What follows belongs to an exercise in optimizing a design on an open flow for small area; a production flow would make more cautious choices.
The RTL was checked by simulation tests, not by an equivalence proof against the original design.

Setup of beta:
==> flow/design.v (excerpt) <==
module top_book_vending(clk, sw9, sw8, sw7, sw6, sw5, sw4, sw3, sw2, sw1 , sw0, btn3, btn2, btn1, btn0 , seg5, seg4, seg3, seg2, seg1, seg0);
    input sw0, sw1, sw2, sw3, sw4, sw5, sw6, sw7, sw8, sw9;
    input btn0, btn1, btn2, btn3;
    input clk;
    output [6:0] seg0, seg1, seg2, seg3, seg4, seg5;
    reg [3:0] ch;             
    reg [3:0] c1, c0;         
    reg [3:0] qh;             
    reg [3:0] q0;             
    reg [3:0] th;             
    reg [3:0] t3, t2, t1;     
    reg [1:0] t0h;            
    wire [3:0] t0 = {t0h, t1[0], 1'b0};
    reg [2:0] m;
    wire prev_buy = m[2] & m[1];
    wire [3:0] B = {btn3, btn2, btn1, btn0};
    wire c3 = ch[3] & ch[1];                                     
    wire [3:0] c2 = {ch[3] & ~ch[1], ch[2], ch[1] & ~ch[3], ch[0]};
    wire q2 = qh[3] & (qh[2] | qh[1]);                           
    wire [3:0] q1 = q2 ? {2'b00, qh[2], qh[0]} : qh;
    wire t5 = th[3] & (th[2] | th[1]);                           
    wire [3:0] t4 = t5 ? {2'b00, th[2], th[0]} : th;
    wire [1:0] ck = {sw6, sw5};
    wire c_up = sw7;
    wire cz2 = (ch == 4'd0);
    wire cz1 = cz2 & (c1 == 4'd0);
    wire c0ge4 = c0[3] | c0[2];
    wire c1ge24 = c1[3] | c1[2] | (c1[1] & (c1[0] | c0ge4));
  ...
Size: roughly 600 cells after synthesis, about 41 flip-flops, ~57 I/O pins, about 3700 um2 of cells after synthesis.
==> flow/config.mk <==
export PLATFORM = sky130hd
export DESIGN_NAME = top_book_vending
export DESIGN_NICKNAME = top_book_vending
export VERILOG_FILES = /design/flow/design.v
export SDC_FILE = /design/flow/constraint.sdc
export NUM_CORES = 4
export LEC_CHECK = 0
export ABC_AREA = 1
export CAP_MARGIN = 20
export CORE_MARGIN = 2
export CORE_UTILIZATION = 60
export SLEW_MARGIN = 20
==> flow/constraint.sdc <==
create_clock -name core_clock -period 20.0 [get_ports {clk}]
set_input_delay 4.0000 -clock core_clock [delete_from_list [all_inputs] [get_ports {clk}]]
set_output_delay 4.0000 -clock core_clock [all_outputs]
set_load 0.01 [all_outputs]
standard.sh (not shown) runs the stock make flow with config.mk's settings and CLKGATE_MAP_FILE= SYNTH_SCRIPT=/design/flow/synth_recipe.tcl, a recipe that flattens the netlist after the stock synthesis.
==> flow/flow/run.sh <==
#!/bin/bash
# Own layout flow: the standard ORFS flow (standard.sh) with three changes that
# only change how the layout is made:
#  1. synthesis maps all the logic with a stronger ABC area script (flow/area.abc,
#     or flow/safe.abc if ABC fails on it); everything before that step,
#     registers and their names included, is the standard synthesis;
#  2. every input and output port is buffered with the smallest buffer (buf_1);
#  3. the clock tree uses no dummy loads.
# Each tool's output goes to a log file of its own in this folder and in orfs/logs.
set -euo pipefail
W=$(pwd)
F=$W/flow

# 1. synthesis: ORFS's synth.tcl with our ABC script in place of the area/speed one
# (ADDER_MAP_FILE empty: no full/half-adder cells are extracted before ABC, so ABC maps all the logic)
core() {
  sed 's#log_cmd abc {\*}$abc_args#log_cmd abc {*}[lreplace $abc_args 1 1 '"$F/$1"']#' \
      "$FLOW_HOME/scripts/synth.tcl" > "$W/own_synth_core.tcl"
  grep -q "$F/$1" "$W/own_synth_core.tcl"
}
core area.abc
sed 's#$::env(SCRIPTS_DIR)/synth.tcl#'"$W"'/own_synth_core.tcl#' "$W/synth_recipe.tcl" > "$W/own_synth.tcl"
grep -q own_synth_core "$W/own_synth.tcl"
sed 's#SYNTH_SCRIPT=[^ ]*#SYNTH_SCRIPT='"$W"'/own_synth.tcl ADDER_MAP_FILE=#' "$W/standard.sh" > "$W/own_standard.sh"
grep -q own_synth.tcl "$W/own_standard.sh"

# 2. and 3. through ORFS's own variables
export BUFFER_PORTS_ARGS="-buffer_cell sky130_fd_sc_hd__buf_1"
export CTS_ARGS="-sink_clustering_enable -repair_clock_nets -dont_use_dummy_load -sink_clustering_size 50 -sink_clustering_max_diameter 300 -root_buf sky130_fd_sc_hd__clkbuf_8 -buf_list {sky130_fd_sc_hd__clkbuf_8 sky130_fd_sc_hd__clkbuf_16}"

if ! bash "$W/own_standard.sh" synth > "$W/flow_synth.log" 2>&1; then
  core safe.abc
  bash "$W/own_standard.sh" synth > "$W/flow_synth_safe.log" 2>&1
fi
bash "$W/own_standard.sh" finish > "$W/flow_make.log" 2>&1
==> flow/flow/area.abc <==
strash
&get -n
&deepsyn -J 100
&put
dch -f
amap
strash
&get -n
&deepsyn -J 100
&put
dch -f
amap
mfs3 -ae -H 6
mfs3 -ae -H 6
topo
==> flow/flow/safe.abc <==
strash
&get -n
&deepsyn -J 100
&put
dch -f
amap
strash
&get -n
&deepsyn -J 100
&put
dch -f
amap
topo
Inputs modified between beta and delta:
==> flow/flow/run.sh <==
#!/bin/bash
# Own layout flow: the standard ORFS flow (standard.sh) with three changes that
# only change how the layout is made:
#  1. synthesis maps all the logic with a stronger ABC area script (flow/area.abc);
#     everything else in synthesis, registers included, is the standard synthesis;
#  2. every input and output port is buffered with the smallest buffer (buf_1);
#  3. the clock tree uses small clock buffers and no dummy loads.
# Each tool's output goes to a log file of its own in this folder and in orfs/logs.
set -euo pipefail
W=$(pwd)
F=$W/flow

# 1. synthesis: ORFS's synth.tcl with our ABC script in place of the area/speed one
sed 's#log_cmd abc {\*}$abc_args#log_cmd abc {*}[lreplace $abc_args 1 1 '"$F"'/area.abc]#' \
    "$FLOW_HOME/scripts/synth.tcl" > "$W/own_synth_core.tcl"
grep -q "$F/area.abc" "$W/own_synth_core.tcl"
sed 's#$::env(SCRIPTS_DIR)/synth.tcl#'"$W"'/own_synth_core.tcl#' "$W/synth_recipe.tcl" > "$W/own_synth.tcl"
grep -q own_synth_core "$W/own_synth.tcl"
# (ADDER_MAP_FILE empty: no full/half-adder cells are extracted before ABC, so ABC maps all the logic)
sed 's#SYNTH_SCRIPT=[^ ]*#SYNTH_SCRIPT='"$W"'/own_synth.tcl ADDER_MAP_FILE=#' "$W/standard.sh" > "$W/own_standard.sh"
grep -q own_synth.tcl "$W/own_standard.sh"

# 2. and 3. through ORFS's own variables
export BUFFER_PORTS_ARGS="-buffer_cell sky130_fd_sc_hd__buf_1"
export CTS_ARGS="-sink_clustering_enable -repair_clock_nets -dont_use_dummy_load -sink_clustering_size 50 -sink_clustering_max_diameter 300 -root_buf sky130_fd_sc_hd__clkbuf_8 -buf_list {sky130_fd_sc_hd__clkbuf_8 sky130_fd_sc_hd__clkbuf_16}"

bash "$W/own_standard.sh" finish > "$W/flow_make.log" 2>&1
==> flow/flow/area.abc <==
strash
&get -n
&deepsyn -J 100
&put
dch -f
amap
strash
&get -n
&deepsyn -J 100
&put
dch -f
amap
mfs3 -aez -H 6
mfs3 -ae -H 6
mfs3 -aez -H 6
mfs3 -ae -H 6
topo
removed: flow/flow/safe.abc
Notes after the runs:
For delta, the flow was terminated by a tool error in synthesis and produced no final design.

-- re-timing with driven ports --
In the flow no input, the clock included, has a driving cell. The finished layout below was timed again as built, in two steps. Step 1 assumes that a clkbuf_16 drives the clock port and a buf_2 every other input. Step 2, shift: input delay + t, output delay - t, t = (earliest + latest rising clock arrival at the registers) / 2. This alone moves slack from input paths to output paths. Three values: ideal, step 1, step 2; two values: the first two.
run: beta
t, ns: 0.326
setup slack, ns: 11.746 / 11.746 / 11.746
pins driven straight from the clock port: 1
After both steps beta still meets setup and hold. The setup slack of beta moves by 0.000 ns with the drivers and by 0.000 ns with both steps.
